Context: an optimization exercise on an open-source flow, tuned for small area, a short achievable clock period and few clock cycles per item. The choices shown serve that exercise and are no tape-out recipe.
Function was checked by simulation only, so behaviour that the tests miss may differ from the original.

## v36
// MyDesign
module MyDesign
(
	input  wire        go,
	output reg         busy,
	input  wire        reset,
	input  wire        clk,
	output reg  [15:0] write_data,
	output wire [11:0] write_address,
	output reg         write_enable,
	output wire [11:0] read_input_address,
	input  wire [15:0] read_input_data,
	output wire [11:0] read_weight_address,
	input  wire [15:0] read_weight_data
);
	localparam S_IDLE = 2'd0, S_RUN = 2'd1, S_FLUSH = 2'd2, S_TAIL = 2'd3;
	reg [1:0]  st;
	reg        bub;         
	reg [4:0]  pd;          
	reg [3:0]  gd;          
	reg        f0;          
	reg        wfl;         
	reg [4:0]  K;           
	reg [4:0]  Kn;          
	reg        endn;        
	reg [9:0]  XB;          
	reg [9:0]  IA;
	reg [11:0] WA;
	reg [6:0]  dW;          
	reg [5:0]  ckh;         
	reg [6:0]  cL;          
	reg [6:0]  cS;          
	reg [11:0] OC;
	assign read_input_address  = {2'b00, IA};
	assign read_weight_address = WA;
	assign write_address       = OC;
	wire       sg    = K[0];                  
	wire [3:0] h     = K[4:1];                
	wire [3:0] hn    = Kn[4:1];
	wire [4:0] KP    = K + {4'd0, sg};        
	wire [4:0] Pm1   = {KP[3:0] - 4'd1, 1'b1};
	reg        lastp;       
	reg        lastg;       
	wire       lastl = lastp & lastg;
	wire       dummy = sg & (pd[4:1] == 4'd0);
	wire       run   = (st == S_RUN);
	wire       bub_n = run & ~bub & lastl & ~endn;
	wire       rel   = bub | lastp;           
	wire [4:0] pd_n  = rel ? Pm1 : pd - 5'd1;
	wire       l0_n  = ~rel & (pd == 5'd1);   
	wire       l1_n  = ~rel & (pd == 5'd2);
	wire       lg_n  = bub ? (K == 5'd1) : (lastp ? (gd == 4'd1) : lastg);
	wire [1:0] pq_n  = 2'd0 - pd_n[1:0];         
	reg [6:0] dW_n;
	always @(*) begin
		if (bub_n)
			dW_n = -{3'd0, hn};
		else if (l0_n & lg_n)
			dW_n = cL;
		else if (sg) begin
			case (pq_n)
				2'd1:    dW_n = bub ? {2'd0, K} + {3'd0, h} : {1'b0, ckh};
				2'd3:    dW_n = l1_n ? {2'd0, K} : -{3'd0, h};
  ...
Size in the first run: ~1600 cells after synthesis, about 89 I/O pins.
Settings: LEC_CHECK=0, CAP_MARGIN=20, CORE_MARGIN=2, CORE_UTILIZATION=65, CTS_BUF_LIST=sky130_fd_sc_hd__clkbuf_16, CTS_CLUSTER_DIAMETER=80, CTS_CLUSTER_SIZE=32, SETUP_SLACK_MARGIN=4.1, SLEW_MARGIN=20; clock period 6.5 ns.
standard.sh (not shown) runs the stock make flow with config.mk's settings and CLKGATE_MAP_FILE= SYNTH_SCRIPT=/design/flow/synth_recipe.tcl, a recipe that flattens the netlist after the stock synthesis.
==> flow/flow/run.sh <==
#!/bin/bash
export BUFFER_PORTS_ARGS="-buffer_cell sky130_fd_sc_hd__buf_4"
cp standard.sh standard_sh_copy.log
bash standard.sh > standard.log 2>&1
Testbench counts of v36, summed over its fixed seeds: cycles 11,427, macs 85,808.
What v15 does differently from v36 at the input level:
# v36
export LEC_CHECK = 0
export CAP_MARGIN = 20
export CORE_MARGIN = 2
export CORE_UTILIZATION = 65
export CTS_BUF_LIST = sky130_fd_sc_hd__clkbuf_16
export CTS_CLUSTER_DIAMETER = 80
export CTS_CLUSTER_SIZE = 32
export SETUP_SLACK_MARGIN = 4.1
export SLEW_MARGIN = 20
create_clock -name core_clock -period 6.5 [get_ports {clk}]
# v15
export LEC_CHECK = 0
export CAP_MARGIN = 20
export CORE_MARGIN = 2
export CORE_UTILIZATION = 65
export CTS_BUF_LIST = sky130_fd_sc_hd__clkbuf_16
export CTS_CLUSTER_DIAMETER = 80
export CTS_CLUSTER_SIZE = 32
export SETUP_SLACK_MARGIN = 4.0
export SLEW_MARGIN = 20
create_clock -name core_clock -period 6.5 [get_ports {clk}]
==> flow/flow/run.sh <==
#!/bin/bash
export BUFFER_PORTS_ARGS="-buffer_cell sky130_fd_sc_hd__buf_1"
cp standard.sh standard_sh_copy.log
bash standard.sh > standard.log 2>&1
[summary]
Non-clock buffer count in v15 is 9.8% below v36.
Relative to v36, placement-stage cell area has gone down in v15.
v15 vs v36: routed via count divided by cell count down slightly
In the route summary, v15 ends up with a via count below that of v36.
Global routing usage on met3: v15 and v36 compared, higher one is v15
v36 leaves less setup margin than v15.
Setup changes, v15 to v28
# v15
export LEC_CHECK = 0
export CAP_MARGIN = 20
export CORE_MARGIN = 2
export CORE_UTILIZATION = 65
export CTS_BUF_LIST = sky130_fd_sc_hd__clkbuf_16
export CTS_CLUSTER_DIAMETER = 80
export CTS_CLUSTER_SIZE = 32
export SETUP_SLACK_MARGIN = 4.0
export SLEW_MARGIN = 20
create_clock -name core_clock -period 6.5 [get_ports {clk}]
# v28
export LEC_CHECK = 0
export CAP_MARGIN = 20
export CORE_MARGIN = 2
export CORE_UTILIZATION = 70
export CTS_BUF_LIST = sky130_fd_sc_hd__clkbuf_16
export CTS_CLUSTER_DIAMETER = 80
export CTS_CLUSTER_SIZE = 32
export SETUP_SLACK_MARGIN = 4.0
export SLEW_MARGIN = 20
create_clock -name core_clock -period 6.5 [get_ports {clk}]
==> flow/flow/run.sh <==
#!/bin/bash
export BUFFER_PORTS_ARGS="-buffer_cell sky130_fd_sc_hd__buf_2"
cp standard.sh standard_sh_copy.log
bash standard.sh > standard.log 2>&1
--- outcome ---
v28 closes out successfully: all stages finished, all timing, DRC and antenna checks passed. Taking v15 as the reference, in v28 clock tree skew after final layout now larger; endpoint arrival time on the critical path now larger; post-CTS repair timing setup buffer count now larger. Global-route wire length before repair | v28 above v15. Compared with v15, v28 shows a final period demand of the worst path that is 23 ps lower. Between v15 and v28, the difference in clock insertion delay at the later pin of the skew report is negligible.
Modified inputs, v20 compared to v28
# v28
export LEC_CHECK = 0
export CAP_MARGIN = 20
export CORE_MARGIN = 2
export CORE_UTILIZATION = 70
export CTS_BUF_LIST = sky130_fd_sc_hd__clkbuf_16
export CTS_CLUSTER_DIAMETER = 80
export CTS_CLUSTER_SIZE = 32
export SETUP_SLACK_MARGIN = 4.0
export SLEW_MARGIN = 20
create_clock -name core_clock -period 6.5 [get_ports {clk}]
# v20
export LEC_CHECK = 0
export CAP_MARGIN = 20
export CORE_MARGIN = 2
export CORE_UTILIZATION = 65
export CTS_BUF_LIST = sky130_fd_sc_hd__clkbuf_16
export CTS_CLUSTER_DIAMETER = 90
export CTS_CLUSTER_SIZE = 30
export SETUP_SLACK_MARGIN = 4.0
export SLEW_MARGIN = 20
create_clock -name core_clock -period 6.5 [get_ports {clk}]
Findings:
- Global-route wire length before repair on v20 is ahead of v28.
- Sort v20 and v28 by global-route usage desc -> top: v28
- Between v20 and v28, the difference in number of nets at the end of the flow is negligible.

[static timing again, ports no longer ideal]
No port has a modelled driver above. Below, the same layouts with a new extraction and two added sets of constraints. Step 1, drivers: a clkbuf_16 drives clk and a buf_2 each remaining input, both assumed. Step 2 adds t to the input delays and takes it off the output delays; t is the mean of the earliest and latest rising clock arrival at the registers after step 1. Input paths then give back, and output paths get back, about the clock's delay inside the block. a / b / c = ideal / step 1 / step 2; a / b = the first two.
run	t (ns)	setup slack, ns	worst setup path after step 2
v36	0.562	3.999 / 3.999 / 3.999	register to register
v15	0.564	4.024 / 4.013 / 3.922	input to register
v28	0.564	4.046 / 4.046 / 4.014	input to register
v20	0.554	4.053 / 4.020 / 3.998	input to register
After both steps every run listed still meets setup and hold. For v15, which loses most, drivers alone change the setup slack by -0.011 ns; drivers and shift together by -0.102 ns.
